Source: an optimization exercise on an open RTL-to-GDS flow (aim: small area). Production flows keep margins and buffers that such runs may drop.
The RTL was checked by simulation tests, not by an equivalence proof against the original design.
No activity file was given, so power comes from the tool's default toggle rates.

zinc:
## ADPLL
module ADPLL #(
    parameter PW=32, DW=12, AW=10
)(
    input wire clk, rst,     
    input wire signed [DW-1:0] in,
    input wire signed [PW-1:0] base_freq,
    output logic signed [DW-1:0] sin, cos,
    output logic signed [PW-1:0] freq
);
For scale: about 4700 cells after synthesis, roughly 950 flip-flops, about 100 I/O pins, ~41000 sq um of cells after synthesis.
export LEC_CHECK = 0
export ABC_AREA = 1
export CAP_MARGIN = 20
export CORE_MARGIN = 2
export CORE_UTILIZATION = 65
export CTS_BUF_LIST = sky130_fd_sc_hd__clkbuf_16
export CTS_CLUSTER_DIAMETER = 60
export CTS_CLUSTER_SIZE = 30
export PLACE_DENSITY = 0.75
export SLEW_MARGIN = 20
export SYNTH_MEMORY_MAX_BITS = 16384
create_clock -name core_clock -period 10.0 [get_ports {clk}]
run.sh (not shown) runs the stock make flow with config.mk's settings and CLKGATE_MAP_FILE= SYNTH_SCRIPT=/design/flow/synth_recipe.tcl, a recipe that flattens the netlist after the stock synthesis.
--- input diff zinc..nickel ---
- ABC_AREA: 1 -> unset
==> flow/flow/run.sh (new file) <==
#!/bin/bash
# The standard layout, with the port buffers made of the platform's smallest
# buffer (sky130_fd_sc_hd__buf_1) instead of the cell buffer_ports picks by
# default. Every input and output port still gets its buffer.
set -o pipefail
cp standard.sh standard.sh.txt
export BUFFER_PORTS_ARGS="-buffer_cell sky130_fd_sc_hd__buf_1"
bash standard.sh > standard.log 2>&1
==> flow/standard.sh (new file) <==
#!/bin/bash
# synth_recipe.tcl (not shown) runs the flow's synth.tcl, then flattens the netlist and writes it again
# the make line also repeats each setting of config.mk as NAME=value (left out here)
make -C /OpenROAD-flow-scripts/flow DESIGN_CONFIG=/design/flow/config.mk WORK_HOME=/design/flow/orfs CLKGATE_MAP_FILE= SYNTH_SCRIPT=/design/flow/synth_recipe.tcl "${@:-finish}"
removed: flow/run.sh
### Flow results
nickel: PASS, flow complete, no timing, DRC or antenna violations
Diff zinc -> nickel: depth of the worst register-to-register path decreased by 31% relative to the old numbers; mean number of vias per cell increased by about 3% relative to the old numbers; core utilization decreased by 1.1 points relative to the old numbers; non-clock buffer area fraction after layout decreased by 1.0 points relative to the old numbers.
Relative to zinc, worst setup slack has decreased by 100 ps in nickel.
[compare] base=zinc new=nickel: power consumption saw an increase; count of buffers not belonging to the clock network in the layout went up by 17%; cell area after synthesis rose by about 1.1%.

========
Starting RTL as in the previous note.
Settings: LEC_CHECK=0, CAP_MARGIN=20, CORE_MARGIN=2, CORE_UTILIZATION=65, CTS_BUF_LIST=sky130_fd_sc_hd__clkbuf_16, CTS_CLUSTER_DIAMETER=60, CTS_CLUSTER_SIZE=30, PLACE_DENSITY=0.75, SLEW_MARGIN=20, SYNTH_MEMORY_MAX_BITS=16384; clock period 10.0 ns.
Stock flow here: none of the scripts above is used.
Next try:
==> flow/flow/run.sh (new file) <==
#!/bin/bash
# The standard layout, with the port buffers made of the platform's smallest
# buffer (sky130_fd_sc_hd__buf_1) instead of the cell buffer_ports picks by
# default. Every input and output port still gets its buffer.
set -o pipefail
cp standard.sh standard.sh.txt
export BUFFER_PORTS_ARGS="-buffer_cell sky130_fd_sc_hd__buf_1"
bash standard.sh > standard.log 2>&1
==> flow/standard.sh (new file) <==
#!/bin/bash
# synth_recipe.tcl (not shown) runs the flow's synth.tcl, then flattens the netlist and writes it again
# the make line also repeats each setting of config.mk as NAME=value (left out here)
make -C /OpenROAD-flow-scripts/flow DESIGN_CONFIG=/design/flow/config.mk WORK_HOME=/design/flow/orfs CLKGATE_MAP_FILE= SYNTH_SCRIPT=/design/flow/synth_recipe.tcl "${@:-finish}"
--- a/flow/config.mk
+++ b/flow/config.mk
@@ -6,4 +6,5 @@
 export NUM_CORES = 4
 export LEC_CHECK = 0
+export ABC_AREA = 1
 export CAP_MARGIN = 20
 export CORE_MARGIN = 2
removed: flow/run.sh
What happened: The changed run ran to the end with no violations. Total power came out lower by about 3.2%. Flip-flop and latch count stays the same. Wire length came out higher by 7.3%. Synthesized cell count came out higher by about 11%. Non-clock buffer count came out lower by 20. Area after synthesis came out lower by 1.1%. Sequential share of layout area came out higher by 1.1 points.
Next try:
--- a/flow/config.mk
+++ b/flow/config.mk
@@ -9,9 +9,9 @@
 export CAP_MARGIN = 20
 export CORE_MARGIN = 2
-export CORE_UTILIZATION = 65
+export CORE_UTILIZATION = 75
 export CTS_BUF_LIST = sky130_fd_sc_hd__clkbuf_16
 export CTS_CLUSTER_DIAMETER = 60
 export CTS_CLUSTER_SIZE = 30
-export PLACE_DENSITY = 0.75
+export PLACE_DENSITY = 0.85
 export SLEW_MARGIN = 20
 export SYNTH_MEMORY_MAX_BITS = 16384
Clock power decreases by about 4%.
Via count increases by about 7%.
Area after synthesis stays the same.
Clock-buffer cell count decreases by 4.
Clock skew increases by 26 ps.
Final area decreases by 0.81%.
Synthesized cell count does not change.
Sequential share of layout area increases by 0.36 points.

========
Another version of the RTL of ADPLL (not shown whole).
Size in the first run: ~4400 cells after synthesis, about 1000 flip-flops, about 100 I/O pins.
make LEC_CHECK=0 CAP_MARGIN=20 CORE_MARGIN=2 CORE_UTILIZATION=65 CTS_BUF_LIST=sky130_fd_sc_hd__clkbuf_8 CTS_CLUSTER_DIAMETER=50 CTS_CLUSTER_SIZE=20 PLACE_DENSITY=0.75 SLEW_MARGIN=20 SYNTH_MEMORY_MAX_BITS=16384 finish   # period 10.0 ns
Stock flow here: none of the scripts above is used.
The first run finished with timing, DRC and antenna clean.
Edit:
--- a/flow/config.mk
+++ b/flow/config.mk
@@ -9,7 +9,7 @@
 export CORE_MARGIN = 2
 export CORE_UTILIZATION = 65
-export CTS_BUF_LIST = sky130_fd_sc_hd__clkbuf_8
-export CTS_CLUSTER_DIAMETER = 50
-export CTS_CLUSTER_SIZE = 20
+export CTS_BUF_LIST = sky130_fd_sc_hd__clkbuf_16
+export CTS_CLUSTER_DIAMETER = 60
+export CTS_CLUSTER_SIZE = 30
 export PLACE_DENSITY = 0.75
 export SLEW_MARGIN = 20
The changed run produced a clean layout.
Worst setup slack loses 0.11 ns.
Routed wire length increases by 0.36%.
Total power increases by 1.4%.
Global-route usage is about the same.
Clock skew shrinks by 0.028 ns.
Die area does not change.
Via count is lower by 0.77%.
Worst hold slack improves by 0.018 ns.

==> re-timing with driven ports <==
How much do the figures lean on ideal ports? The routed layouts below were timed once more, with nothing changed but the port constraints. Step 1 sets driving cells, clkbuf_16 on the clock port and buf_2 on the other inputs (assumed; they add their load-dependent delay and slew). Step 2 moves the port delays by t, midway between the first and last clock arrival at a register: inputs arrive t later, outputs are due t later. That takes back most of the time a late clock gives input paths. Three values: ideal, step 1, step 2; two values: the first two.
run | t (ns) | setup WS [ns] | hold WS [ns] | clock arrival spread, ns | worst slew at a driven data input, ns
zinc | 0.703 | 0.636 / 0.636 / 0.636 | 0.318 / 0.318 / 0.318 | 0.042 / 0.042 | 0.09
nickel | 0.697 | 0.531 / 0.531 / 0.531 | 0.303 / 0.303 / 0.303 | 0.051 / 0.051 | 0.15
the first run of note 2 | 0.685 | 0.536 / 0.536 / 0.536 | 0.325 / 0.325 / 0.325 | 0.032 / 0.032 | 0.13
the second run of note 2 | 0.697 | 0.616 / 0.616 / 0.616 | 0.319 / 0.319 / 0.319 | 0.035 / 0.035 | 0.10
the third run of note 2 | 0.683 | 0.335 / 0.335 / 0.335 | 0.318 / 0.318 / 0.318 | 0.067 / 0.066 | 0.11
the first run of note 3 | 0.785 | 0.553 / 0.553 / 0.553 | 0.303 / 0.303 / 0.303 | 0.062 / 0.063 | 0.05
the second run of note 3 | 0.726 | 0.442 / 0.442 / 0.442 | 0.321 / 0.321 / 0.321 | 0.031 / 0.031 | 0.05
After both steps setup and hold are still met in every run listed.
